What follows belongs to an exercise in optimizing a design on an open flow for small area; a production flow would make more cautious choices. RTL that was checked went through simulation tests only; none was proved equivalent to the original. The RTL of run 1 was laid out without a check of its function.

<file path="flow/design.v">
package tx_subsystem_pkg;
  localparam int DMA_DATA_W   = 256;
  localparam int DMA_VALID_W  = 32;
  localparam int PCS_DATA_W   = 64;
  localparam int PCS_VALID_W  = 8;
  localparam int BEATS_PER_ENTRY = DMA_DATA_W / PCS_DATA_W;
  typedef struct packed {
    logic [DMA_DATA_W-1:0]  data;
    logic [DMA_VALID_W-1:0] valid;
    logic                   last;
  } fifo_entry_t;
  localparam int FIFO_ENTRY_W = DMA_DATA_W + DMA_VALID_W + 1;
endpackage
package pcs_pkg;
localparam logic [7:0] IDLE_BLK = 8'h1E;  
localparam logic [7:0] SOF_L0   = 8'h78;  
localparam logic [7:0] SOF_L4   = 8'h33;  
localparam logic [7:0] TERM_L0 = 8'h87;  
localparam logic [7:0] TERM_L1 = 8'h99;  
localparam logic [7:0] TERM_L2 = 8'hAA;  
localparam logic [7:0] TERM_L3 = 8'hB4;  
localparam logic [7:0] TERM_L4 = 8'hCC;  
localparam logic [7:0] TERM_L5 = 8'hD2;  
localparam logic [7:0] TERM_L6 = 8'hE1;  
localparam logic [7:0] TERM_L7 = 8'hFF;  
localparam logic [7:0] OS_D6  = 8'h66;  
localparam logic [7:0] OS_D5  = 8'h55;  
localparam logic [7:0] OS_D3T = 8'h4B;  
localparam logic [7:0] OS_D3B = 8'h2D;  
localparam logic [1:0] CTRL_HDR = 2'b10;  
localparam logic [1:0] DATA_HDR = 2'b01;  
localparam int BYTE_W     = 8;
localparam int CONTROL_W  = 2;
localparam int NUM_BYTES  = 8; 
localparam int DATA_W     = NUM_BYTES * BYTE_W;
localparam int PIPE_DEPTH = 1;
typedef struct packed {  
    logic [BYTE_W-1:0] byte0;  
    logic [BYTE_W-1:0] byte1;
    logic [BYTE_W-1:0] byte2;
    logic [BYTE_W-1:0] byte3;
    logic [BYTE_W-1:0] byte4;  
} leftover_bytes_t;
typedef struct packed {
    logic [DATA_W-1:0]    data;
    logic [NUM_BYTES-1:0] valid_bytes_mask;
    logic                 last_byte;
    logic                 valid_data_i;
} skid_entry_t; 
localparam LEFTOVER_T_W = 5 * BYTE_W;
endpackage
module tx_subsystem (
    input  logic         clk,
    input  logic         rst,
    input  logic [255:0] s_tdata_i,
    input  logic [31:0]  s_tkeep_i,
    input  logic         s_tvalid_i,
    input  logic         s_tlast_i,
    output logic         s_tready_o,
    output logic [63:0]  m_data_o,
    output logic [2:0]   m_cnt_o,     
    output logic         m_valid_o,
    output logic         m_last_o,
    input  logic         m_ready_i
);
  logic [2:0] beats_q;           
  logic [2:0] wp_q;              
  logic [3:0] wocc_q;            
  logic [2:0] pop_dly_q;         
  logic [1:0] dwp_q;             
  logic [2:0] dwocc_q;           
  logic [2:0] dpop_dly_q;
  logic       push, dpush;
  logic       data_full, desc_full;
  assign data_full  = wocc_q[3];
  assign desc_full  = dwocc_q[2];
  assign s_tready_o = !rst && !data_full && (!s_tlast_i || !desc_full);
  assign push       = s_tvalid_i && s_tready_o;
  assign dpush      = push && s_tlast_i;
  logic [4:0] last_m;
  always_comb begin
    for (int b = 0; b < 5; b++) begin
      last_m[b] = 1'b0;
      for (int q = 0; q < (32 >> (b + 1)); q++) begin
        if ((q + 1) * (2 << b) < 32)
          last_m[b] = last_m[b] | (s_tkeep_i[q * (2 << b) + (1 << b)] & ~s_tkeep_i[(q + 1) * (2 << b)]);
        else
          last_m[b] = last_m[b] | s_tkeep_i[q * (2 << b) + (1 << b)];
      end
    end
  end
  logic [255:0] mem [8];
  logic [7:0]   desc_mem [4];
  logic [2:0] rp_q;
  logic [3:0] rocc_q;            
  logic [1:0] push_dly_q;
  logic [1:0] drp_q;
  logic [2:0] drocc_q;
  logic [1:0] dpush_dly_q;
  logic [255:0] word_q;
  logic         word_valid_q;
  logic [1:0]   lane_q;
  logic         active_q;
  logic [3:0]   remain_q;        
  logic [4:0]   fm_q;            
  logic pop, dpop;
  logic word_last, term, out_acc, out_term;
  logic [1:0] term_lane;
  assign word_last = (remain_q == 4'd0);
  assign term_lane = word_last ? fm_q[4:3] : 2'd3;
  assign term      = (lane_q == term_lane);
  assign out_acc   = word_valid_q && m_ready_i;
  assign out_term  = out_acc && term;
  assign dpop      = (drocc_q != 3'd0) && !active_q && !word_valid_q;
  assign pop       = (rocc_q != 4'd0) && active_q && !word_last && (!word_valid_q || out_term);
  logic [7:0] rsel;
  always_comb for (int i = 0; i < 8; i++) rsel[i] = (rp_q == 3'(i));
  logic [255:0] rd_word;
  always_comb begin
    rd_word = '0;
    for (int i = 0; i < 8; i++) rd_word = rd_word | (mem[i] & {256{rsel[i]}});
  end
  logic [7:0] drd;
  always_comb begin
    drd = '0;
    for (int i = 0; i < 4; i++) drd = drd | (desc_mem[i] & {8{drp_q == 2'(i)}});
  end
  always_comb begin
    m_data_o = '0;
    for (int i = 0; i < 4; i++) m_data_o = m_data_o | (word_q[i*64 +: 64] & {64{lane_q == 2'(i)}});
  end
  assign m_cnt_o   = fm_q[2:0];
  assign m_valid_o = word_valid_q;
  assign m_last_o  = word_valid_q && word_last && term;
  always_ff @(posedge clk) begin
    if (push) mem[wp_q] <= s_tdata_i;
    if (dpush) desc_mem[dwp_q] <= {beats_q, last_m};
    if (pop) word_q <= rd_word;
    if (dpop) fm_q <= drd[4:0];
  end
  always_ff @(posedge clk) begin
    if (rst) begin
      beats_q      <= '0;
      wp_q         <= '0;
      wocc_q       <= '0;
      pop_dly_q    <= '0;
      dwp_q        <= '0;
      dwocc_q      <= '0;
      dpop_dly_q   <= '0;
      rp_q         <= '0;
      rocc_q       <= '0;
      push_dly_q   <= '0;
      drp_q        <= '0;
      drocc_q      <= '0;
      dpush_dly_q  <= '0;
      word_valid_q <= 1'b0;
      lane_q       <= '0;
      active_q     <= 1'b0;
      remain_q     <= '0;
    end else begin
      if (push) beats_q <= s_tlast_i ? 3'd0 : beats_q + 3'd1;
      wp_q       <= wp_q + 3'(push);
      wocc_q     <= wocc_q + 4'(push) - 4'(pop_dly_q[2]);
      pop_dly_q  <= {pop_dly_q[1:0], pop};
      dwp_q      <= dwp_q + 2'(dpush);
      dwocc_q    <= dwocc_q + 3'(dpush) - 3'(dpop_dly_q[2]);
      dpop_dly_q <= {dpop_dly_q[1:0], dpop};
      rp_q        <= rp_q + 3'(pop);
      rocc_q      <= rocc_q + 4'(push_dly_q[1]) - 4'(pop);
      push_dly_q  <= {push_dly_q[0], push};
      drp_q       <= drp_q + 2'(dpop);
      drocc_q     <= drocc_q + 3'(dpush_dly_q[1]) - 3'(dpop);
      dpush_dly_q <= {dpush_dly_q[0], dpush};
      if (dpop) begin
        active_q <= 1'b1;
        remain_q <= {1'b0, drd[7:5]} + 4'd1;
      end
      if (out_acc) begin
        if (term) begin
          word_valid_q <= 1'b0;
          lane_q       <= '0;
          if (word_last) active_q <= 1'b0;
        end else begin
          lane_q <= lane_q + 2'd1;
        end
      end
      if (pop) begin
        word_valid_q <= 1'b1;
        lane_q       <= '0;
        remain_q     <= remain_q - 4'd1;
      end
    end
  end
endmodule
module crc_inserter (
    input  logic        clk,
    input  logic        rst,
    input  logic [63:0] data_i,
    input  logic [2:0]  cnt_i,      
    input  logic        valid_i,
    input  logic        last_i,
    input  logic        ready_i,
    output logic        ready_o,
    output logic [63:0] data_o,
    output logic        valid_o,
    output logic        last_o      
);
  localparam logic [31:0] CRC32_POLY = 32'h04C11DB7;
  function automatic logic [31:0] crc32_byte(input logic [31:0] crc_in, input logic [7:0] byte_in);
    logic [31:0] crc;
    logic        fb;
    crc = crc_in;
    for (int i = 0; i < 8; i++) begin
      fb  = crc[31] ^ byte_in[7-i];
      crc = {crc[30:0], 1'b0} ^ (fb ? CRC32_POLY : 32'h0);
    end
    crc32_byte = crc;
  endfunction
  logic        stream_q, tail_q;
  logic [31:0] crc_q;
  logic [31:0] crc_next;
  logic        output_ready;
  logic        take;
  assign output_ready = ready_i || !valid_o;
  assign ready_o      = output_ready && !tail_q;
  assign take         = valid_i && output_ready && !tail_q;
  logic [31:0] ck [9];
  always_comb begin
    ck[0] = stream_q ? crc_q : 32'hFFFFFFFF;
    for (int b = 0; b < 8; b++) ck[b+1] = crc32_byte(ck[b], data_i[b*8 +: 8]);
    crc_next = ck[8];
    if (last_i)
      for (int b = 0; b < 7; b++)
        if (cnt_i == 3'(b)) crc_next = ck[b+1];
  end
  logic [63:0] ins;
  always_comb begin
    ins = '0;
    for (int b = 1; b < 8; b++)
      for (int s = 0; s < 4; s++)
        if (b - 1 - s >= 0 && b - 1 - s < 8)
          if (cnt_i == 3'(b - 1 - s)) ins[b*8 +: 8] = crc_next[31 - 8*s -: 8];
  end
  always_ff @(posedge clk) begin
    if (rst) begin
      stream_q <= 1'b0;
      tail_q   <= 1'b0;
      valid_o  <= 1'b0;
    end else if (output_ready) begin
      valid_o  <= take || tail_q;
      if (tail_q) begin
        tail_q <= 1'b0;
      end else if (take && stream_q && last_i) begin
        stream_q <= 1'b0;
        tail_q   <= 1'b1;
      end else if (take) begin
        stream_q <= 1'b1;
      end
    end
  end
  always_ff @(posedge clk) begin
    if (output_ready) begin
      last_o <= tail_q;
      if (take) crc_q <= crc_next;
      if (tail_q)
        data_o <= {32'h0, crc_q[7:0], crc_q[15:8], crc_q[23:16], crc_q[31:24]};
      else if (stream_q && last_i)
        data_o <= data_i | ins;
      else
        data_o <= data_i;
    end
  end
endmodule
import pcs_pkg::*;
module pcs_generator
(
    input  logic                 clk,
    input  logic                 rst,
    input  logic                 out_ready_i,
    output logic [DATA_W-1:0]    out_data_o,
    output logic [CONTROL_W-1:0] out_control_o,
    output logic                 out_valid_o,
    input  logic [DATA_W-1:0]    s_tdata_i,
    input  logic                 s_tvalid_i,
    input  logic                 s_tlast_i,
    output logic                 s_tready_o
);
logic [DATA_W-1:0] skid_data_q;
logic              skid_valid_q;
logic [39:0]       leftover_q, leftover_d;
localparam logic [1:0] WAIT_START = 2'd0, DATA = 2'd1, EOF = 2'd2, IDLE_OUT = 2'd3;
logic [1:0] current_state, next_state;
logic       can_read;
logic       get_axi;
logic       next_is_last;
logic       held5_d, held5_q;      
logic       num4_d, num4_q;        
logic [CONTROL_W-1:0] out_control_d;
logic [DATA_W-1:0]    out_data_d;
logic                 out_valid_d;
logic                 tready_d;
assign can_read     = skid_valid_q && out_ready_i;
assign get_axi      = s_tvalid_i && s_tready_o;
assign next_is_last = get_axi && s_tlast_i;
always_comb begin
    next_state      = current_state;
    out_data_d      = out_data_o;
    out_control_d   = out_control_o;
    held5_d         = held5_q;
    leftover_d      = leftover_q;
    num4_d          = num4_q;
    out_valid_d     = 1'b0;
    tready_d = (!skid_valid_q || can_read) && !(get_axi && !can_read);
    case (current_state)
        WAIT_START: begin
            if (can_read) begin
                next_state    = DATA;
                out_control_d = CTRL_HDR;
                leftover_d    = skid_data_q[63:24];
                if (held5_q)
                    out_data_d = {skid_data_q[23:0], 32'd0, SOF_L4};
                else
                    out_data_d = {skid_data_q[55:0], SOF_L0};
                out_valid_d = 1'b1;
            end else if (out_ready_i) begin
                out_control_d   = CTRL_HDR;
                out_data_d      = {56'd0, IDLE_BLK};
                out_valid_d     = 1'b1;
                held5_d         = 1'b0;
            end
        end
        DATA: begin
            if (can_read) begin
                out_control_d = DATA_HDR;
                leftover_d    = skid_data_q[63:24];
                if (held5_q)
                    out_data_d = {skid_data_q[23:0], leftover_q};
                else
                    out_data_d = {skid_data_q[55:0], leftover_q[39:32]};
                out_valid_d = 1'b1;
            end
            if (next_is_last) begin
                next_state = EOF;
                num4_d     = 1'b1;
            end
        end
        EOF: begin
            if (out_ready_i) begin
                if (num4_q && held5_q) begin
                    out_control_d   = DATA_HDR;
                    tready_d        = 1'b0;
                    num4_d          = 1'b0;
                    held5_d         = 1'b0;
                    out_data_d      = {skid_data_q[23:0], leftover_q};
                    leftover_d      = {skid_data_q[31:24], 32'd0};
                    out_valid_d     = 1'b1;
                end else begin
                    out_control_d = CTRL_HDR;
                    if (num4_q)
                        out_data_d = {16'd0, skid_data_q[31:0], leftover_q[39:32], TERM_L5};
                    else
                        out_data_d = {48'd0, leftover_q[39:32], TERM_L1};
                    out_valid_d     = 1'b1;
                    held5_d         = 1'b0;
                    next_state      = IDLE_OUT;
                    tready_d        = 1'b0;
                end
            end
        end
        IDLE_OUT: begin
            tready_d = 1'b0;
            if (out_ready_i) begin
                next_state    = WAIT_START;
                out_control_d = CTRL_HDR;
                out_data_d    = {56'd0, IDLE_BLK};
                out_valid_d   = 1'b1;
                held5_d       = skid_valid_q || get_axi;
            end
        end
    endcase
end
always_ff @(posedge clk) begin
    if (rst) begin
        current_state   <= WAIT_START;
        skid_valid_q    <= 1'b0;
        held5_q         <= 1'b0;
        num4_q          <= 1'b0;
        s_tready_o      <= 1'b0;
        out_valid_o     <= 1'b0;
    end else begin
        current_state <= next_state;
        if (get_axi)
            skid_valid_q <= 1'b1;
        else if (can_read && current_state != IDLE_OUT)
            skid_valid_q <= 1'b0;
        held5_q         <= held5_d;
        num4_q          <= num4_d;
        s_tready_o      <= tready_d;
        out_valid_o     <= out_valid_d;
    end
end
always_ff @(posedge clk) begin
    if (get_axi) skid_data_q <= s_tdata_i;
    leftover_q    <= leftover_d;
    out_data_o    <= out_data_d;
    out_control_o <= out_control_d;
end
endmodule
module scrambler (
    input  logic [63:0] data_i,
    input  logic [19:0] prev_i,
    output logic [63:0] data_o
);
  logic [83:0] e;    
  always_comb begin
    e[19:0] = prev_i;
    for (int i = 0; i < 64; i++)
      e[i + 20] = data_i[i] ^ e[i + 19] ^ e[i];
    data_o = e[83:20];
  end
endmodule
module debubbler (
    input  logic        clk,
    input  logic        rst,
    input  logic [63:0] pcs_data_i,
    input  logic [1:0]  pcs_ctrl_i,
    input  logic        pcs_valid_i,
    output logic [63:0] raw_data_o,
    output logic        raw_valid_o,
    output logic        ready_o
);
  logic [65:0] d_q;       
  logic        sv_q;      
  logic        pv_q;      
  logic [5:0]  r2_q;      
  logic [63:0] rem_q;
  logic [63:0] scr;
  scrambler u_scr (.data_i(pcs_data_i), .prev_i(d_q[63:44]), .data_o(scr));
  logic r64, sel_valid, consume, load;
  assign r64       = r2_q[5];
  assign sel_valid = pv_q || sv_q;
  assign consume   = !r64 && sel_valid;
  assign load      = pv_q ? sv_q : (pcs_valid_i && !(r64 && sv_q));
  assign ready_o   = !r64 && !pv_q;
  logic [63:0] rot, m, out_d, rem_d;
  always_comb begin
    rot = d_q[63:0];
    for (int s = 0; s < 5; s++)
      if (r2_q[s]) rot = (rot << (2 << s)) | (rot >> (64 - (2 << s)));
    for (int k = 0; k < 64; k++) begin
      m[k]     = 6'(k >> 1) < r2_q;
      out_d[k] = m[k] ? rem_q[k] : rot[k];
      rem_d[k] = m[k] ? rot[k] : d_q[64 + (k & 1)];
    end
  end
  always_ff @(posedge clk) begin
    if (rst) begin
      d_q[63:44]  <= '1;
      sv_q        <= 1'b0;
      pv_q        <= 1'b0;
      r2_q        <= '0;
      raw_valid_o <= 1'b0;
    end else begin
      if (load) d_q[63:44] <= scr[63:44];
      sv_q        <= pcs_valid_i;
      pv_q        <= r64 ? (sv_q || pv_q) : (pv_q && sv_q);
      raw_valid_o <= r64 || consume;
      if (r64) r2_q <= '0;
      else if (consume) r2_q <= r2_q + 6'd1;
    end
  end
  always_ff @(posedge clk) begin
    if (load) {d_q[65:64], d_q[43:0]} <= {pcs_ctrl_i, scr[43:0]};
    if (r64 || sel_valid) rem_q <= rem_d;
    raw_data_o <= out_d;
  end
endmodule
module tx_top #(
    parameter int FIFO_DEPTH      = 8,
    parameter int DESC_DEPTH      = 4,
    parameter int NUM_QUEUES      = 4,
    parameter int MAX_BURST_BEATS = 256,
    parameter int QID_W           = (NUM_QUEUES > 1) ? $clog2(NUM_QUEUES) : 1
) (
    input logic clk,
    input logic rst,
    input  logic [255:0]     s_axis_dma_tdata_i,
    input  logic [31:0]      s_axis_dma_tkeep_i,
    input  logic             s_axis_dma_tvalid_i,
    input  logic             s_axis_dma_tlast_i,
    input  logic [QID_W-1:0] s_axis_dma_tdest_i,
    output logic             s_axis_dma_tready_o,
    output logic [63:0] raw_data_o,
    output logic        raw_valid_o,
    output logic        raw_ready_o,
    output logic [63:0] pcs_data_o,
    output logic [1:0]  pcs_control_o,
    output logic        pcs_valid_o
);
  logic [63:0] sub_data;
  logic [2:0]  sub_cnt;
  logic        sub_valid, sub_last, sub_ready;
  logic [63:0] crc_data;
  logic        crc_valid, crc_last, pcs_ready;
  tx_subsystem u_tx_subsystem (
      .clk       (clk),
      .rst       (rst),
      .s_tdata_i (s_axis_dma_tdata_i),
      .s_tkeep_i (s_axis_dma_tkeep_i),
      .s_tvalid_i(s_axis_dma_tvalid_i),
      .s_tlast_i (s_axis_dma_tlast_i),
      .s_tready_o(s_axis_dma_tready_o),
      .m_data_o  (sub_data),
      .m_cnt_o   (sub_cnt),
      .m_valid_o (sub_valid),
      .m_last_o  (sub_last),
      .m_ready_i (sub_ready)
  );
  crc_inserter u_crc_inserter (
      .clk    (clk),
      .rst    (rst),
      .data_i (sub_data),
      .cnt_i  (sub_cnt),
      .valid_i(sub_valid),
      .last_i (sub_last),
      .ready_i(pcs_ready),
      .ready_o(sub_ready),
      .data_o (crc_data),
      .valid_o(crc_valid),
      .last_o (crc_last)
  );
  pcs_generator u_pcs_generator (
      .clk          (clk),
      .rst          (rst),
      .out_ready_i  (raw_ready_o),
      .out_data_o   (pcs_data_o),
      .out_control_o(pcs_control_o),
      .out_valid_o  (pcs_valid_o),
      .s_tdata_i    (crc_data),
      .s_tvalid_i   (crc_valid),
      .s_tlast_i    (crc_last),
      .s_tready_o   (pcs_ready)
  );
  debubbler u_debubbler (
      .clk        (clk),
      .rst        (rst),
      .pcs_data_i (pcs_data_o),
      .pcs_ctrl_i (pcs_control_o),
      .pcs_valid_i(pcs_valid_o),
      .raw_data_o (raw_data_o),
      .raw_valid_o(raw_valid_o),
      .ready_o    (raw_ready_o)
  );
endmodule
</file>
<file path="flow/flow/run.sh">
#!/bin/bash
set -euo pipefail
cd "$(dirname "$0")/.."
export BUFFER_PORTS_ARGS="-buffer_cell sky130_fd_sc_hd__buf_1"
export CTS_ARGS="-sink_clustering_enable -repair_clock_nets -buf_list sky130_fd_sc_hd__clkbuf_8 -root_buf sky130_fd_sc_hd__clkbuf_16 -sink_clustering_size 20 -dont_use_dummy_load"
export RECOVER_POWER=100
bash standard.sh > flow.log 2>&1
</file>
<file path="flow/standard.sh">
#!/bin/bash
# synth_recipe.tcl (not shown) runs the flow's synth.tcl, then flattens the netlist and writes it again
# the make line also repeats each setting of config.mk as NAME=value (left out here)
make -C /OpenROAD-flow-scripts/flow DESIGN_CONFIG=/design/flow/config.mk WORK_HOME=/design/flow/orfs CLKGATE_MAP_FILE= SYNTH_SCRIPT=/design/flow/synth_recipe.tcl "${@:-finish}"
</file>
<file path="flow/config.mk">
export PLATFORM = sky130hd
export DESIGN_NAME = tx_top
export DESIGN_NICKNAME = tx_top
export VERILOG_FILES = /design/flow/design.v
export SDC_FILE = /design/flow/constraint.sdc
export NUM_CORES = 4
export LEC_CHECK = 0
export ABC_CLOCK_PERIOD_IN_PS = 10000
export CAP_MARGIN = 20
export CORE_MARGIN = 2
export CORE_UTILIZATION = 60
export PLACE_DENSITY = 0.7
export SLEW_MARGIN = 20
</file>
<file path="flow/constraint.sdc">
create_clock -name core_clock -period 15.0 [get_ports {clk}]
set_input_delay 3.0000 -clock core_clock [delete_from_list [all_inputs] [get_ports {clk}]]
set_output_delay 3.0000 -clock core_clock [all_outputs]
set_load 0.01 [all_outputs]
</file>
==> impl_metrics.toml, run 1 <==
[outcome]
status = "failed layout checks"
failed_checks = "capacitance limit, slew limit"

[die]
die_area_mm2 = 0.207
num_rows = 165
io_pins = 428
die_w_um = 455
die_h_um = 455
core_mm2 = 0.202
initial_core_util_pct = 60.4

[cts]
cts.sinks = 2866
clk_latency_ns = 0.94
cts_buffers = 447
cts_tree = "yes"
clk_pin_slew_ns = 0.06
cts-htree-levels = 5
cts_root_buf = "clkbuf_16"
postCtsSetupRepairBufs = 0
cts-resized-gates = 0
cts.path.max_buffers = 4
hold_buffers = 0

[logic_synthesis]
syn_avg_cell_area_um2 = 15.8
synthMuxAreaShare_pct = 3.48
synth_edf_count = 2718
synth-simple-area-share_pct = 4.26
yosys_most_used_dff = "edfxtp_1"
synth-xor-area-share_pct = 9.34
ys_types = 103
ys_seq_elements = 2866
seq_area_frac_synth_pct = 69.3
synth_async_sr_flop_share_pct = 0
synth_top_family_by_area = "compound AO/OA/AOI/OAI gates"
synth_fa_ha_area_share_pct = 0.414
yosysWarningCount = 6
syn_inst = 7724
syn-num-nets = 8056
syn_area_mm2 = 0.122
synth_compound_area_share_pct = 11.4
synth_top_area_share_pct = 66.9
yosys-top-cells-area = "edfxtp_1, a22oi_1, xnor2_1"
yosys.area.top_type = "edfxtp_1"

[setup_path]
r2r_slack_ns = 1.87
arrival_ns = 13.75
crit_path_end = "u_crc_inserter.data_o[53]"
slowest_delay_ns = 1.10
path_buf_inv = 2
cp.depth = 24
r2r_end = "u_crc_inserter.data_o[53]"
cp-startpoint = "u_tx_subsystem.lane_q[0]"
cp_max_fo = 52
rr_startpoint = "u_tx_subsystem.lane_q[0]"
crit_top_cell = "xnor3_1"
r2r_cells = 24
crit_chain = "inv_1 > ha_4 > buf_12 > a22oi_1 > nand2_1 > xnor2_1 > xnor2_1 > xor3_1 > xnor3_1 > xnor2_1 > xor2_1 > xnor3_1 > xor2_4 > xnor3_1 > xor2_1 > xnor3_2 > xor3_2 > xnor3_1 > xnor3_1 > and2_0 > o31ai_1 > and3_1 > a21oi_1 > o31ai_2"
criticalPathCategory = "reg2reg"
critPathTopFamily = "XOR/XNOR gates"
slowest_stage = "xnor2_1"
critPathLaunchType = "flip-flop"
critPathRequiredTime_ns = 15.63
cp-end-kind = "flip-flop"

[timing]
worst_slack_ns = 1.87
fmax_mhz = 76.2
slew_headroom_pct = -553
skew_ns = 0.124
slew_viol_final = 3198
hold_ws_ns = 0.350
rsz0062_at_grt = "false"
setup_viol = 0
tightest_slew_ns = 9.80
min_period_ns = 13.13
finalSetupTns_ns = 0
fin_crit_sh_pct = 87.5
hold_viol = 0

[placement]
post-place-ws_ns = 3.65
dp.cells = 10518
dp_hpwl_um = 231000
place.gp.congestion = 1.00
place_area_mm2 = 0.127
io_buffers = 424

[detailed_routing]
wl_met2_um = 167000
drtPass1Iterations = 8
ant_nets = 0
wire_per_inst_um = 33.4
routed.top_layer = "met5"
wl_um = 368000
wl_met3_um = 39700
drt_iter0_drc = 10076
viasPerCell = 6.82
drc = 0
met1_length_um = 143000
vias = 75065

[min_path]
hold_path.class = "reg2reg"
hold_path_end = "u_pcs_generator.skid_data_q[47]"
min_delay_path_depth = 0
hp-start = "u_crc_inserter.data_o[47]"

[cells_and_area]
final_layout_size_suffix_gt1_share_pct = 10.3
stdcell_area_mm2 = 0.133
nFillCells = 14034
syn_to_final_growth_pct = 9.00
layout_commonest_cell = "edfxtp_1"
layout_common_cells = "edfxtp_1, a22oi_1, xnor2_1"
stdcell_count = 11000
final_nets = 8628

[grt]
grt_first_pass_wirelength_um = 518000
grt_pass1_vias = 70826
grt.total_usage_pct = 35.1
grt_max_degree = 147
grt.overflow.total = 0
antenna_found_initial = 64

[job]
max_cap_violations = 57
through the flow:
stage	utilization, %
after CTS	66.0
after global placement	62.7
after global routing	65.8
after floorplan	-
final	65.8
after detailed placement	62.8
registers in the layout (all words and copies together), names as in the netlist, 4 cells and up, named ones only:
register	count
u_tx_subsystem.mem	2048
u_tx_subsystem.remain_q	4
u_pcs_generator.skid_data_q	64
u_tx_subsystem.wocc_q	4
u_pcs_generator.leftover_q	40
u_crc_inserter.data_o	64
u_tx_subsystem.fm_q	5
u_tx_subsystem.word_q	256
u_debubbler.d_q	66
u_debubbler.r2_q	6
u_crc_inserter.crc_q	32
u_tx_subsystem.desc_mem	32
u_tx_subsystem.rocc_q	4
u_pcs_generator.out_data_o	62
u_debubbler.raw_data_o	64
u_debubbler.rem_q	64
worst max path at each step:
| stage | slack, ns | from | endpoint |
|---|---|---|---|
| 2_1_floorplan | -0.61 | rst | u_tx_subsystem.mem[7][0] |
| 3_3_place_gp | 3.71 | u_tx_subsystem.lane_q[0] | u_crc_inserter.data_o[41] |
| 3_5_place_dp | 3.65 | u_tx_subsystem.lane_q[0] | u_crc_inserter.data_o[41] |
| 4_1_cts | 3.54 | u_tx_subsystem.lane_q[0] | u_crc_inserter.data_o[41] |
logic make-up after synthesis:
| logic type | Yosys count |
|---|---|
| flops | 2866 |
| compound gates | 1961 |
| simple gates | 1077 |
| xor+xnor | 908 |
| buf+inv | 555 |
| mux | 319 |
| fa+ha+maj | 38 |
final cells by class:
| cell class | count | area, µm² | share of cell area (%) |
|---|---|---|---|
| clock buffers | 447 | 6520 | 4.90 |
| flip-flops and latches | 2866 | 84600 | 63.6 |
| diodes | 34 | 85.1 | 0.0640 |
| multi-input cells | 4303 | 35300 | 26.6 |
| well taps | 2672 | 3340 | 2.51 |
| inverters | 94 | 354 | 0.266 |
| repair buffers | 584 | 2760 | 2.07 |
metal layers:
metal  vias up  track usage, %
met4        54            15.5
li1      31528               -
met5         -               0
met1     37839            50.0
met3       792            7.35
met2      4852            52.7
cells in the mapped netlist (all sizes together) (12+ instances only):
| master | count |
|---|---|
| o21ai | 260 |
| nand3 | 20 |
| a21o | 12 |
| nor2b | 70 |
| a22o | 30 |
| a211oi | 39 |
| a31oi | 17 |
| xnor2 | 519 |
| nor2 | 253 |
| o221ai | 18 |
| nand2 | 356 |
| o22ai | 27 |
| mux2 | 124 |
| mux2i | 123 |
| xor3 | 30 |
| nor3 | 34 |
| mux4 | 72 |
| and2 | 21 |
| xor2 | 188 |
| nand4 | 261 |
| xnor3 | 171 |
| o211ai | 22 |
| dfxtp | 148 |
| a211o | 26 |
| a222oi | 18 |
| ha | 34 |
| inv | 90 |
| buf | 86 |
| clkbuf | 374 |
| a221oi | 49 |
| o21a | 14 |
| edfxtp | 2718 |
| a21oi | 212 |
| nand2b | 19 |
| a22oi | 1142 |
==> inputs of run 2 (changes only) <==
--- a/flow/design.v
+++ b/flow/design.v
@@ -224,14 +224,12 @@
   assign output_ready = ready_i || !valid_o;
   assign ready_o      = output_ready && !tail_q;
   assign take         = valid_i && output_ready && !tail_q;
-  logic [31:0] ck [9];
   always_comb begin
-    ck[0] = stream_q ? crc_q : 32'hFFFFFFFF;
-    for (int b = 0; b < 8; b++) ck[b+1] = crc32_byte(ck[b], data_i[b*8 +: 8]);
-    crc_next = ck[8];
-    if (last_i)
-      for (int b = 0; b < 7; b++)
-        if (cnt_i == 3'(b)) crc_next = ck[b+1];
+    logic [31:0] c;
+    c = stream_q ? crc_q : 32'hFFFFFFFF;
+    for (int b = 0; b < 8; b++)
+      if (b == 0 || !last_i || 3'(b) <= cnt_i) c = crc32_byte(c, data_i[b*8 +: 8]);
+    crc_next = c;
   end
   logic [63:0] ins;
   always_comb begin
==> flow/run.sh (new file) <==
#!/bin/bash
# synth_recipe.tcl (not shown) runs the flow's synth.tcl, then flattens the netlist and writes it again
# the make line also repeats each setting of config.mk as NAME=value (left out here)
make -C /OpenROAD-flow-scripts/flow DESIGN_CONFIG=/design/flow/config.mk WORK_HOME=/design/flow/orfs CLKGATE_MAP_FILE= SYNTH_SCRIPT=/design/flow/synth_recipe.tcl finish
removed: flow/flow/run.sh
removed: flow/standard.sh
==> run 2 against run 1 <==
- the run now finishes clean
- sequential cell count did not move
- worst setup slack got worse by 0.51 ns
- via count rose by 2.6%
- sequential share of layout area fell by 2.7 points
- critical path type unchanged
- utilization rose by 2.8 points
- critical endpoint is now u_crc_inserter.data_o[44]
- first-iteration DRC count fell by 3.0%
- largest cell class unchanged
- clock skew fell by 0.052 ns
- critical path depth rose by 8
- design area rose by 4.4%
==> impl_metrics.toml, run 2 <==
[timing]
fin_crit_sh_pct = 90.9
slew_headroom_pct = 12.9
tightest_slew_ns = 1.31
min_period_ns = 13.64
worst_slack_ns = 1.36
hold_viol = 0
setup_viol = 0
skew_ns = 0.0722
slew_viol_final = 0
fmax_mhz = 73.3
rsz0062_at_grt = "false"
finalSetupTns_ns = 0

[logic_synthesis]
ys_types = 112
yosys-top-cells-area = "edfxtp_1, a22oi_1, xnor2_1"
syn_avg_cell_area_um2 = 15.0
yosys.area.top_type = "edfxtp_1"
synth_edf_count = 2718
yosysWarningCount = 5
synth_common_cells = "edfxtp_1, a22oi_1, nand2_1"
synth_most_common_cell = "edfxtp_1"
syn_inst = 8152
synth_async_sr_flop_share_pct = 0
synth_top_area_share_pct = 66.8
syn_area_mm2 = 0.122
ys_seq_elements = 2866
yosys_most_used_dff = "edfxtp_1"
syn-num-nets = 8484
seq_area_frac_synth_pct = 69.2

[cts]
cts_tree = "yes"
cts-htree-levels = 5
clk_pin_slew_ns = 0.06
cts-resized-gates = 0
cts_buffers = 300
postCtsSetupRepairBufs = 0
cts.path.max_buffers = 4
hold_buffers = 0
cts_root_buf = "clkbuf_16"
clk_latency_ns = 0.97
cts.sinks = 2866

[setup_path]
cp-end-kind = "flip-flop"
critPathRequiredTime_ns = 15.61
cp_max_fo = 19
arrival_ns = 14.25
critPathLaunchType = "flip-flop"
r2r_cells = 32
critPathTopFamily = "XOR/XNOR gates"
crit_top_cell = "xnor3_1"
slowest_delay_ns = 0.90
path_buf_inv = 2
slowest_stage = "xnor3_1"
r2r_slack_ns = 1.36
criticalPathCategory = "reg2reg"
cp.depth = 32

[grt]
grt.overflow.total = 0
grt_max_degree = 126
grt.total_usage_pct = 35.2
grt_pass1_vias = 71853
grt_first_pass_wirelength_um = 522000
antenna_found_initial = 54

[job]
max_cap_violations = 0

[cells_and_area]
largest_register_ffs = 2048
syn_to_final_growth_pct = 13.7
final_layout_size_suffix_gt1_share_pct = 10.1
layout_common_cells = "edfxtp_1, a22oi_1, nand2_1"
reg_top3 = "u_tx_subsystem.mem: 2048 flops, u_tx_subsystem.word_q: 256 flops, u_debubbler.d_q: 66 flops"
final_nets = 8868
multi_input_area_mm2 = 0.0355
nFillCells = 13671
stdcell_count = 11444
regMostFlops = "u_tx_subsystem.mem"
seq_area_mm2 = 0.0846
layout_commonest_cell = "edfxtp_1"

[placement]
post-place-ws_ns = 1.71
place.gp.congestion = 1.00
io_buffers = 424
dp_hpwl_um = 236000
dp.cells = 10905

[detailed_routing]
ant_nets = 0
wire_per_inst_um = 32.3
wl_met2_um = 168000
viasPerCell = 6.73
met1_length_um = 145000
drtPass1Iterations = 6
routed.top_layer = "met5"
drc = 0
wl_um = 370000
drt_iter0_drc = 9770
vias = 77020
wl_met3_um = 36300

[outcome]
status = "no timing/DRC/antenna violations"

[die]
num_rows = 165
die_h_um = 455
io_pins = 428
die_area_mm2 = 0.207
core_mm2 = 0.202
die_w_um = 455
initial_core_util_pct = 60.4

[min_path]
min_delay_path_depth = 0
hold_path.class = "reg2reg"
==> run 2: cell count changes in the layout (fill, tap and decap cells not counted), moves of 52 or more <==
| cell | delta |
|---|---|
| nor2_1 | +80 |
| clkbuf_8 | -403 |
| clkinv_1 | +52 |
| mux2i_1 | +54 |
| clkdlybuf4s50_1 | +423 |
| clkbuf_1 | -261 |
| xnor2_1 | -87 |
| xnor3_1 | -65 |
| buf_1 | -165 |
| nand2_1 | +160 |
| clkbuf_16 | +273 |
==> run 2: per-stage QoR <==
stage | area (µm²) | util (%) | hold WS [ns]
after detailed placement | 129000 | 64.0 | 0.405
final | 139000 | 68.6 | 0.415
after global routing | 139000 | 68.6 | 0.406
after global placement | 129000 | 64.0 | 0.404
after floorplan | 122000 | - | 0.400
after CTS | 139000 | 68.6 | 0.410
==> run 2: worst paths after layout <==
path                                  start                               to
setup / recovery   u_tx_subsystem.lane_q[0]        u_crc_inserter.data_o[44]
hold / removal    u_crc_inserter.data_o[17]  u_pcs_generator.skid_data_q[17]
hold reg to reg   u_crc_inserter.data_o[17]  u_pcs_generator.skid_data_q[17]
setup reg to reg   u_tx_subsystem.lane_q[0]        u_crc_inserter.data_o[44]
==> run 2: worst register-to-register path: cells and delay by family (launching register included) <==
kind            cells  cell delay, ns
simple gates        4            1.70
compound gates      6            2.69
flops               1            0.51
buf+inv             2            0.39
xor+xnor           17            7.24
mux                 2            0.51
fa+ha+maj           1            0.33
==> run 2: area by class of cell <==
class / count / area share (%)
repair buffers: 580 / 4.08
clock inverters: 150 / 0.947
clock buffers: 368 / 5.76
multi-input cells: 4686 / 25.6
flip-flops and latches: 2866 / 60.9
inverters: 102 / 0.281
diodes: 20 / 0.0360
well taps: 2672 / 2.41
==> run 2: cell families after synthesis <==
kind of cell / synth area share [%]
DFF: 69.2
AOI/OAI and AO/OA: 12.1
xor gates and xnor gates: 6.71
buffers and inverters: 1.89
adders and majority gates: 0.414
muxes: 3.72
and+or+nand+nor: 5.93
==> run 2: routing by layer <==
metal | up-vias | GRT usage (%)
met5 | - | 0
met4 | 44 | 17.3
met3 | 708 | 6.28
met2 | 4380 | 53.0
met1 | 38853 | 50.0
li1 | 33035 | -
==> inputs of run 3 (changes only) <==
--- a/flow/design.v
+++ b/flow/design.v
@@ -224,12 +224,16 @@
   assign output_ready = ready_i || !valid_o;
   assign ready_o      = output_ready && !tail_q;
   assign take         = valid_i && output_ready && !tail_q;
+  logic [31:0] ck [9];    
+  assign ck[0] = stream_q ? crc_q : 32'hFFFFFFFF;
+  for (genvar g = 0; g < 8; g++) begin : g_step
+    crc_byte_step u_step (.c(ck[g]), .b(data_i[g*8 +: 8]), .o(ck[g+1]));
+  end
   always_comb begin
-    logic [31:0] c;
-    c = stream_q ? crc_q : 32'hFFFFFFFF;
-    for (int b = 0; b < 8; b++)
-      if (b == 0 || !last_i || 3'(b) <= cnt_i) c = crc32_byte(c, data_i[b*8 +: 8]);
-    crc_next = c;
+    crc_next = ck[8];
+    if (last_i)
+      for (int b = 0; b < 7; b++)
+        if (cnt_i == 3'(b)) crc_next = ck[b+1];
   end
   logic [63:0] ins;
   always_comb begin
@@ -269,6 +273,63 @@
     end
   end
 endmodule
+module crc_byte_step(input logic [31:0] c, input logic [7:0] b, output logic [31:0] o);
+  logic [7:0] y;
+  logic [23:8] t;
+  logic [31:0] tv;
+always_comb begin
+  y = c[31:24] ^ b;
+  t[8] = y[0] ^ y[6];
+  t[9] = y[1] ^ y[7];
+  t[10] = y[2] ^ y[3];
+  t[11] = y[4] ^ y[5];
+  t[12] = t[8] ^ t[9];
+  t[13] = y[2] ^ y[6];
+  t[14] = y[5] ^ t[10];
+  t[15] = y[3] ^ y[4];
+  t[16] = y[3] ^ y[7];
+  t[17] = y[4] ^ t[10];
+  t[18] = t[9] ^ t[11];
+  t[19] = y[0] ^ t[14];
+  t[20] = y[0] ^ y[1];
+  t[21] = t[15] ^ t[20];
+  t[22] = y[1] ^ y[2];
+  t[23] = t[11] ^ t[22];
+  tv[0] = t[8];
+  tv[1] = t[12];
+  tv[2] = y[2] ^ t[12];
+  tv[3] = t[9] ^ t[10];
+  tv[4] = t[8] ^ t[17];
+  tv[5] = y[3] ^ t[11] ^ t[12];
+  tv[6] = t[13] ^ t[18];
+  tv[7] = y[7] ^ t[19];
+  tv[8] = t[21];
+  tv[9] = t[23];
+  tv[10] = t[19];
+  tv[11] = t[21];
+  tv[12] = t[8] ^ t[23];
+  tv[13] = y[6] ^ t[9] ^ t[14];
+  tv[14] = y[6] ^ y[7] ^ t[17];
+  tv[15] = t[11] ^ t[16];
+  tv[16] = y[0] ^ t[11];
+  tv[17] = y[1] ^ y[5] ^ y[6];
+  tv[18] = y[7] ^ t[13];
+  tv[19] = t[16];
+  tv[20] = y[4];
+  tv[21] = y[5];
+  tv[22] = y[0];
+  tv[23] = y[1] ^ t[8];
+  tv[24] = y[2] ^ t[9];
+  tv[25] = t[10];
+  tv[26] = t[8] ^ t[15];
+  tv[27] = t[18];
+  tv[28] = y[5] ^ t[13];
+  tv[29] = y[6] ^ t[16];
+  tv[30] = y[4] ^ y[7];
+  tv[31] = y[5];
+end
+assign o = {c[23:0], 8'h00} ^ tv;
+endmodule
 import pcs_pkg::*;
 module pcs_generator
 (
--- a/flow/config.mk
+++ b/flow/config.mk
@@ -8,6 +8,9 @@
 export ABC_CLOCK_PERIOD_IN_PS = 10000
 export CAP_MARGIN = 20
 export CORE_MARGIN = 2
-export CORE_UTILIZATION = 60
-export PLACE_DENSITY = 0.7
+export CORE_UTILIZATION = 65
+export CTS_BUF_LIST = sky130_fd_sc_hd__clkbuf_16
+export CTS_CLUSTER_DIAMETER = 180
+export CTS_CLUSTER_SIZE = 22
+export PLACE_DENSITY = 0.72
 export SLEW_MARGIN = 20
==> run 3 against run 2 <==
- cell count fell by 8.2%
- count of clock-buffer cells in the layout is 217 lower
- critical path depth fell by 8
- wire length increased by 2.2%
- hold slack better by 0.0084 ns
- synthesized area fell by 0.40%
- fmax rose by 14%
- clock skew fell by 0.017 ns
- critical endpoint is now u_crc_inserter.data_o[62]
- highest routed layer unchanged
==> impl_metrics.toml, run 3 <==
[outcome]
status = "no timing/DRC/antenna violations"

[timing]
slew_headroom_pct = 15.0
setup_viol = 0
hold_viol = 0
tightest_slew_ns = 1.27
min_period_ns = 12.00
slew_viol_final = 0
fin_crit_sh_pct = 80.0
hold_ws_ns = 0.424
fmax_mhz = 83.4
rsz0062_at_grt = "false"
skew_ns = 0.0557

[detailed_routing]
drc = 0
routed.top_layer = "met5"
wl_met2_um = 178000
viasPerCell = 7.07
wire_per_inst_um = 35.9
drt_iter0_drc = 10307
wl_um = 378000
drtPass1Iterations = 9
wl_met3_um = 39900
ant_nets = 0
vias = 74284
met1_length_um = 132000

[cells_and_area]
largest_register_ffs = 2048
reg_top3 = "u_tx_subsystem.mem: 2048 flops, u_tx_subsystem.word_q: 256 flops, u_debubbler.d_q: 66 flops"
nFillCells = 11649
layout_common_cells = "edfxtp_1, a22oi_1, xnor2_1"
syn_to_final_growth_pct = 9.42
final_nets = 8275
final_layout_size_suffix_gt1_share_pct = 8.77
seq_area_mm2 = 0.0846
stdcell_area_mm2 = 0.133
finish.utilization_pct = 71.7
regMostFlops = "u_tx_subsystem.mem"
layout_commonest_cell = "edfxtp_1"
multi_input_area_mm2 = 0.0351

[die]
core_mm2 = 0.186
die_w_um = 437
die_h_um = 437
die_area_mm2 = 0.191
num_rows = 158
initial_core_util_pct = 65.5
io_pins = 428

[grt]
grt.total_usage_pct = 39.0
grt_first_pass_wirelength_um = 524000
grt_pass1_vias = 69842
antenna_found_initial = 77
grt.overflow.total = 0
grt_max_degree = 140

[logic_synthesis]
yosysWarningCount = 8
ys_types = 88
synth_async_sr_flop_share_pct = 0
seq_area_frac_synth_pct = 69.5
yosys_most_used_dff = "edfxtp_1"
ys_seq_elements = 2866
syn-num-nets = 7992
syn_area_mm2 = 0.122
syn_inst = 7660
synth_edf_count = 2718
yosys.area.top_type = "edfxtp_1"
synth_common_cells = "edfxtp_1, a22oi_1, xnor2_1"
synth_top_area_share_pct = 67.1
synth_most_common_cell = "edfxtp_1"
syn_avg_cell_area_um2 = 15.9
yosys-top-cells-area = "edfxtp_1, a22oi_1, xnor2_1"

[setup_path]
rr_startpoint = "u_tx_subsystem.lane_q[0]"
cp_max_fo = 64
r2r_cells = 24
r2r_slack_ns = 3.00
criticalPathCategory = "reg2reg"
slowest_stage = "a22oi_1"
path_buf_inv = 2
critPathLaunchType = "flip-flop"
critPathTopFamily = "XOR/XNOR gates"
crit_chain = "inv_1 > ha_2 > buf_12 > a22oi_1 > nand2_2 > xor2_4 > xnor3_2 > xnor3_1 > xnor3_1 > xnor3_1 > xnor2_2 > xor2_2 > xnor3_1 > xnor2_2 > xnor2_2 > xor2_1 > xnor2_2 > xnor3_2 > xnor2_1 > xnor2_1 > a21oi_1 > o21ai_1 > nor2_1 > o22ai_1"
arrival_ns = 12.57
critPathRequiredTime_ns = 15.58
cp-end-kind = "flip-flop"
r2r_end = "u_crc_inserter.data_o[62]"
slowest_delay_ns = 1.04

[min_path]
hold_path_end = "u_pcs_generator.skid_data_q[23]"
min_delay_path_depth = 0
hold_path.class = "reg2reg"
hp-start = "u_crc_inserter.data_o[23]"

[cts]
clk_latency_ns = 0.85
clk_pin_slew_ns = 0.09
cts.sinks = 2866
cts.path.max_buffers = 3
cts-htree-levels = 4
cts_root_buf = "clkbuf_16"
cts_buffers = 148
postCtsSetupRepairBufs = 0
cts_tree = "yes"
cts-resized-gates = 0
hold_buffers = 0

[placement]
dp_hpwl_um = 249000
place_area_mm2 = 0.129
io_buffers = 424
place.gp.congestion = 1.03

[job]
max_cap_violations = 0
## run 3: cells by family (layout without fill, tap and decap cells)
family                     Yosys count  after routing  synth area share [%]
muxes                              321            321                  3.53
DFF                               2866           2866                  69.5
buffers and inverters              559            880                  1.78
AOI/OAI and AO/OA                 1934           1934                  11.2
xor gates and xnor gates           887            887                  9.34
other                                0             47                     0
and+or+nand+nor                   1055           1055                  4.18
adders and majority gates           38             38                 0.415
## run 3: per-stage QoR
stage	cells	setup slack, ns	TNS (ns)
2_1_floorplan	7660	-0.626	-480.94
3_3_place_gp	10264	3.66	0
3_5_place_dp	10269	3.65	0
4_1_cts	10457	3.59	0
5_1_grt	10494	2.84	0
6_report	10508	3.00	0
## run 3: metal layers
metal  global-route usage, %  vias to the layer above
met5                       0                        -
met1                    50.7                    37527
met3                    8.54                      967
met4                    24.6                       42
met2                    60.4                     4924
li1                        -                    30824
## run 3: worst max path at each step
stage	start	endpoint	slack (ns)	cells after the start
final	u_tx_subsystem.lane_q[0]	u_crc_inserter.data_o[62]	3.00	24
after global routing	u_tx_subsystem.lane_q[0]	u_crc_inserter.data_o[38]	2.84	24
after CTS	u_tx_subsystem.lane_q[0]	u_crc_inserter.data_o[38]	3.59	24
after detailed placement	u_tx_subsystem.lane_q[0]	u_crc_inserter.data_o[42]	3.65	24
after global placement	u_tx_subsystem.lane_q[0]	u_crc_inserter.data_o[43]	3.66	24
after floorplan	s_axis_dma_tlast_i	u_tx_subsystem.mem[7][0]	-0.63	5
## run 3: final cells by class
cell class,instances,area share (%)
diodes,47,0.0883
repair buffers,586,4.26
clock buffers,151,2.84
multi-input cells,4235,26.4
flip-flops and latches,2866,63.5
clock inverters,37,0.250
inverters,106,0.304
well taps,2480,2.33
==> inputs of run 4 (changes only) <==
==> flow/config.mk (replaced) <==
export PLATFORM = sky130hd
export DESIGN_NAME = tx_top
export DESIGN_NICKNAME = tx_top
export VERILOG_FILES = /design/flow/design.v
export SDC_FILE = /design/flow/constraint.sdc
export NUM_CORES = 4
export LEC_CHECK = 0
export ABC_AREA = 1
export ABC_CLOCK_PERIOD_IN_PS = 10000
export CAP_MARGIN = 20
export CORE_MARGIN = 2
export CORE_UTILIZATION = 68
export CTS_BUF_LIST = sky130_fd_sc_hd__clkbuf_16
export CTS_CLUSTER_DIAMETER = 180
export CTS_CLUSTER_SIZE = 22
export PLACE_DENSITY = 0.76
export SLEW_MARGIN = 20
==> run 4 against run 3 <==
- sequential share of layout area grew 0.95 points
- synthesized cell count grew 17%
- die area shrank 5.8%
- register-to-register slack lost 1.2 ns
- cell count grew 11%
- clock skew shrank 0.00058 ns
- still clean
==> impl_metrics.toml, run 4 <==
[outcome]
status = "no timing/DRC/antenna violations"

[timing]
finalSetupTns_ns = 0
setup_viol = 0
fmax_mhz = 75.7
skew_ns = 0.0551
slew_viol_final = 0
min_period_ns = 13.21
tightest_slew_ns = 1.22
rsz0062_at_grt = "false"
slew_headroom_pct = 18.1
hold_viol = 0
fin_crit_sh_pct = 88.1

[cts]
cts.sinks = 2866
postCtsSetupRepairBufs = 0
cts-resized-gates = 0
cts_tree = "yes"
clk_pin_slew_ns = 0.10
cts.path.max_buffers = 3
clk_latency_ns = 0.86
cts_buffers = 148
cts_root_buf = "clkbuf_16"
cts-htree-levels = 4
hold_buffers = 0

[logic_synthesis]
synth_top_family_by_area = "compound AO/OA/AOI/OAI gates"
synth_fa_ha_area_share_pct = 0.422
syn-num-nets = 9290
synthMuxAreaShare_pct = 0.768
syn_avg_cell_area_um2 = 13.4
yosys.area.top_type = "edfxtp_1"
synth_top_area_share_pct = 68.1
yosys_most_used_dff = "edfxtp_1"
ys_types = 65
synth_most_common_cell = "edfxtp_1"
synth_edf_count = 2718
seq_area_frac_synth_pct = 70.5
syn_inst = 8958
syn_area_mm2 = 0.120
ys_seq_elements = 2866
synth-simple-area-share_pct = 9.31
yosys-top-cells-area = "edfxtp_1, nand2_1, dfxtp_1"
yosysWarningCount = 8
synth_compound_area_share_pct = 10.7
synth-xor-area-share_pct = 5.30
synth_async_sr_flop_share_pct = 0
synth_common_cells = "edfxtp_1, nand2_1, inv_1"

[detailed_routing]
viasPerCell = 6.71
wl_um = 353000
drt_iter0_drc = 11727
wl_met3_um = 39700
wire_per_inst_um = 30.2
met1_length_um = 129000
routed.top_layer = "met5"
drtPass1Iterations = 8
drc = 0
ant_nets = 0
vias = 78300
wl_met2_um = 162000

[grt]
grt.overflow.total = 0
antenna_found_initial = 71
grt_max_degree = 139
grt_pass1_vias = 72511
grt.total_usage_pct = 38.7
grt_first_pass_wirelength_um = 501000

[setup_path]
cp-end-kind = "flip-flop"
critPathLaunchType = "flip-flop"
arrival_ns = 13.75
crit_top_cell = "nand2_1"
slowest_delay_ns = 0.72
path_buf_inv = 3
cp_max_fo = 17
critPathTopFamily = "XOR/XNOR gates"
critPathRequiredTime_ns = 15.54
criticalPathCategory = "reg2reg"
slowest_stage = "ha_2"

[cells_and_area]
layout_common_cells = "edfxtp_1, nand2_1, inv_1"
nFillCells = 11155
reg_top3 = "u_tx_subsystem.mem: 2048 flops, u_tx_subsystem.word_q: 256 flops, u_debubbler.d_q: 66 flops"
layout_commonest_cell = "edfxtp_1"
finish.utilization_pct = 74.6
seq_area_mm2 = 0.0846
multi_input_area_mm2 = 0.0319
final_nets = 9556
final_layout_size_suffix_gt1_share_pct = 6.55
regMostFlops = "u_tx_subsystem.mem"
largest_register_ffs = 2048
stdcell_count = 11664
syn_to_final_growth_pct = 9.39

[min_path]
hold_path.class = "reg2reg"

[placement]
place.gp.congestion = 1.03
dp_hpwl_um = 228000
dp.cells = 11413
io_buffers = 424

[die]
initial_core_util_pct = 68.2
die_area_mm2 = 0.180
die_h_um = 424
num_rows = 154
io_pins = 428
core_mm2 = 0.176
die_w_um = 424

[job]
max_cap_violations = 0
-- run 4: worst paths after layout --
check | slack, ns | depth (start not counted) | to | startpoint
worst min-delay path | 0.39 | 0 | u_pcs_generator.skid_data_q[33] | u_crc_inserter.data_o[33]
worst max register to register | 1.79 | 51 | u_crc_inserter.data_o[52] | u_tx_subsystem.lane_q[0]
worst max-delay path | 1.79 | 51 | u_crc_inserter.data_o[52] | u_tx_subsystem.lane_q[0]
worst min register to register | 0.39 | 0 | u_pcs_generator.skid_data_q[33] | u_crc_inserter.data_o[33]
-- run 4: layer usage --
metal	GRT usage, %	up-vias
met3	8.01	822
met1	53.4	38584
li1	-	33666
met4	20.1	44
met2	59.0	5184
met5	0	-
-- run 4: cell type report --
cell class / count / share of cell area (%)
antenna: 51 / 0.0973
clock buffer: 151 / 2.88
clock inverter: 48 / 0.322
inverter: 472 / 1.37
multi-input combinational: 5160 / 24.4
sequential: 2866 / 64.5
tap: 2340 / 2.23
timing repair buffer: 576 / 4.25
-- run 4: cells by family (layout without fill, tap and decap cells) --
| family | after synthesis | count (layout) |
|---|---|---|
| AOI/OAI and AO/OA | 1826 | 1826 |
| xor gates and xnor gates | 609 | 609 |
| adders and majority gates | 38 | 38 |
| buffers and inverters | 932 | 1247 |
| DFF | 2866 | 2866 |
| muxes | 92 | 92 |
| other | 0 | 51 |
| and+or+nand+nor | 2595 | 2595 |
-- run 4: through the flow --
step / hold WS [ns] / setup WS, ns / instance area (µm²)
final: 0.391 / 1.79 / 131000
after floorplan: 0.388 / -0.374 / 120000
after global placement: 0.401 / 2.17 / 127000
after detailed placement: 0.397 / 2.11 / 127000
after CTS: 0.399 / 2.09 / 131000
after global routing: 0.402 / 1.14 / 131000
==> inputs of run 5 (changes only) <==
==> flow/flow/run.sh (new file) <==
#!/bin/bash

# Each tool writes its full log under orfs/logs/; make's own output goes to flow.log here.
set -euo pipefail
cd "$(dirname "$0")/.."
export BUFFER_PORTS_ARGS="-buffer_cell sky130_fd_sc_hd__buf_1"
export CTS_ARGS="-sink_clustering_enable -repair_clock_nets -buf_list sky130_fd_sc_hd__clkbuf_16 -sink_clustering_size 22 -sink_clustering_max_diameter 180 -dont_use_dummy_load"
bash standard.sh > flow.log 2>&1
==> flow/standard.sh (new file) <==
#!/bin/bash
# synth_recipe.tcl (not shown) runs the flow's synth.tcl, then flattens the netlist and writes it again
# the make line also repeats each setting of config.mk as NAME=value (left out here)
make -C /OpenROAD-flow-scripts/flow DESIGN_CONFIG=/design/flow/config.mk WORK_HOME=/design/flow/orfs CLKGATE_MAP_FILE= SYNTH_SCRIPT=/design/flow/synth_recipe.tcl "${@:-finish}"
--- a/flow/config.mk
+++ b/flow/config.mk
@@ -10,8 +10,5 @@
 export CAP_MARGIN = 20
 export CORE_MARGIN = 2
 export CORE_UTILIZATION = 68
-export CTS_BUF_LIST = sky130_fd_sc_hd__clkbuf_16
-export CTS_CLUSTER_DIAMETER = 180
-export CTS_CLUSTER_SIZE = 22
 export PLACE_DENSITY = 0.76
 export SLEW_MARGIN = 20
removed: flow/run.sh
==> run 5 against run 4 <==
- count of clock-buffer cells in the layout decreased by 3
- synthesized area unchanged
- critical path depth increased by 8
- critical path type unchanged
==> impl_metrics.toml, run 5 <==
[cts]
cts_tree = "yes"
hold_buffers = 0
clk_latency_ns = 0.85
clk_pin_slew_ns = 0.10
cts.sinks = 2866
cts-htree-levels = 4
cts_root_buf = "clkbuf_16"
cts-resized-gates = 0
cts.path.max_buffers = 3
cts_buffers = 148
postCtsSetupRepairBufs = 0

[setup_path]
r2r_cells = 59
crit_top_cell = "nand2_1"
slowest_delay_ns = 0.73
slowest_stage = "ha_2"
cp-end-kind = "flip-flop"
crit_path_end = "u_crc_inserter.data_o[34]"
rr_startpoint = "u_tx_subsystem.lane_q[0]"
arrival_ns = 14.08
criticalPathCategory = "reg2reg"
r2r_slack_ns = 1.57
critPathRequiredTime_ns = 15.65
r2r_end = "u_crc_inserter.data_o[34]"
critPathLaunchType = "flip-flop"
cp_max_fo = 11
cp-startpoint = "u_tx_subsystem.lane_q[0]"

[cells_and_area]
stdcell_area_mm2 = 0.128
largest_register_ffs = 2048
final_layout_size_suffix_gt1_share_pct = 6.49
regMostFlops = "u_tx_subsystem.mem"
layout_commonest_cell = "edfxtp_1"
final_nets = 9563
layout_common_cells = "edfxtp_1, nand2_1, inv_1, o21ai_0, buf_1"
syn_to_final_growth_pct = 6.81
reg_top3 = "u_tx_subsystem.mem: 2048 flops, u_tx_subsystem.word_q: 256 flops, u_debubbler.d_q: 66 flops"

[logic_synthesis]
ys_types = 65
yosys-top-cells-area = "edfxtp_1, nand2_1, dfxtp_1"
synth_async_sr_flop_share_pct = 0
synth_top_area_share_pct = 68.1
syn_avg_cell_area_um2 = 13.4
ys_seq_elements = 2866
yosys.area.top_type = "edfxtp_1"
yosysWarningCount = 8
yosys_most_used_dff = "edfxtp_1"
synth_common_cells = "edfxtp_1, nand2_1, inv_1"
syn_inst = 8958
synth_most_common_cell = "edfxtp_1"
seq_area_frac_synth_pct = 70.5
syn-num-nets = 9290
synth_edf_count = 2718
syn_area_mm2 = 0.120

[timing]
setup_viol = 0
fmax_mhz = 74.4
fin_crit_sh_pct = 89.6
slew_viol_final = 0
slew_headroom_pct = 14.8
min_period_ns = 13.43
tightest_slew_ns = 1.28
rsz0062_at_grt = "false"
hold_viol = 0
skew_ns = 0.0789

[die]
die_h_um = 424
die_area_mm2 = 0.180
initial_core_util_pct = 68.2
io_pins = 428
num_rows = 154
core_mm2 = 0.176
die_w_um = 424

[grt]
grt.overflow.total = 0
grt_first_pass_wirelength_um = 504000
grt_pass1_vias = 72727
antenna_found_initial = 75
grt_max_degree = 148
grt.total_usage_pct = 39.0

[detailed_routing]
drc = 0
routed.top_layer = "met5"
wire_per_inst_um = 30.5
viasPerCell = 6.73
wl_met2_um = 162000
wl_met3_um = 41100
met1_length_um = 129000
drtPass1Iterations = 8
drt_iter0_drc = 11891
vias = 78231
ant_nets = 0
wl_um = 355000

[placement]
io_buffers = 424
place.gp.congestion = 1.04
dp_hpwl_um = 229000
place_area_mm2 = 0.124

[outcome]
status = "no timing/DRC/antenna violations"

[job]
max_cap_violations = 0

[min_path]
hold_path.class = "reg2reg"
min_delay_path_depth = 2
run 5: cells by family (layout without fill, tap and decap cells):
kind of cell	count (synthesis)	after routing	share of synthesized area [%]
AO/OA/AOI/OAI	1826	1826	10.7
XOR/XNOR	609	609	5.30
adder cells (fa/ha/maj)	38	38	0.422
other	0	56	0
multiplexers	92	92	0.768
flip-flops	2866	2866	70.5
AND/OR/NAND/NOR	2595	2595	9.31
buffers and inverters	932	1203	3.00
run 5: cell type report:
| class | count | area, µm² |
|---|---|---|
| clock buffer | 148 | 3700 |
| antenna | 56 | 140 |
| tap | 2340 | 2930 |
| fill | 11246 | 47700 |
| sequential | 2866 | 84600 |
| multi-input combinational | 5160 | 31900 |
| timing repair buffer | 583 | 2960 |
| inverter | 472 | 1790 |
run 5: layer usage:
| metal | global-route usage (%) | vias to the layer above |
|---|---|---|
| met2 | 59.1 | 5223 |
| met1 | 53.8 | 38574 |
| met3 | 8.05 | 792 |
| met5 | 0 | - |
| li1 | - | 33610 |
| met4 | 21.0 | 32 |
run 5: per-stage QoR:
step                      TNS [ns]  utilization, %  hold WS (ns)  cells  worst slack [ns]
after floorplan            -685.49               -         0.388   8958            -0.374
after global placement           0            70.6         0.396  11415              1.91
after detailed placement         0            70.7         0.397  11420              1.85
after CTS                        0            72.8         0.416  11568              1.77
after global routing             0            72.8         0.431  11610             0.989
final                            0            72.9         0.413  11625              1.57
run 5: how the worst min path moves through the flow:
stage / slack (ns) / to / start
2_1_floorplan: 0.39 / u_tx_subsystem.dpop_dly_q[1] / u_tx_subsystem.dpop_dly_q[0]
3_3_place_gp: 0.40 / u_tx_subsystem.dpop_dly_q[1] / u_tx_subsystem.dpop_dly_q[0]
3_5_place_dp: 0.40 / u_tx_subsystem.dpop_dly_q[2] / u_tx_subsystem.dpop_dly_q[1]
4_1_cts: 0.42 / u_tx_subsystem.dpop_dly_q[2] / u_tx_subsystem.dpop_dly_q[1]
5_1_grt: 0.43 / u_tx_subsystem.dpop_dly_q[2] / u_tx_subsystem.dpop_dly_q[1]
6_report: 0.41 / u_tx_subsystem.dpop_dly_q[2] / u_tx_subsystem.dpop_dly_q[1]
run 5: critical path, delay by kind of cell, from the launching register on:
kind                     cells  cell delay, ns
buffers and inverters        7            0.97
flip-flops                   1            0.41
AO/OA/AOI/OAI               12            2.06
adder cells (fa/ha/maj)      1            0.73
AND/OR/NAND/NOR             20            3.07
XOR/XNOR                    19            5.96

==> separate check: timing with driven ports <==
Ports are ideal in the flow. The routed layouts listed here were re-timed in OpenROAD. Step 1 sets driving cells, clkbuf_16 on the clock port and buf_2 on the other inputs (assumed; they add their load-dependent delay and slew). Step 2 also shifts input and output timing later by t, the mid clock arrival at the registers, as if the neighbouring blocks saw the same clock. Three values: ideal ports, drivers, drivers and shift; two values: the first two.
run	shift t [ns]	slack for setup (ns)	worst setup path at the end	slew at the worst register clock pin (ns)	worst data-port slew with drivers (ns)
run 1	0.972	1.874 / 1.874 / 1.089	input to register	0.07 / 0.07	0.19
run 2	1.018	1.362 / 1.362 / 1.362	register to register	0.08 / 0.08	0.21
run 3	0.930	3.004 / 3.004 / 3.004	register to register	0.10 / 0.10	0.20
run 4	0.936	1.789 / 1.789 / 1.789	register to register	0.12 / 0.12	0.23
run 5	0.899	1.566 / 1.566 / 1.566	register to register	0.11 / 0.11	0.25
The setup slack of run 1, which loses most, moves by 0.000 ns with the drivers and by -0.785 ns with both steps.
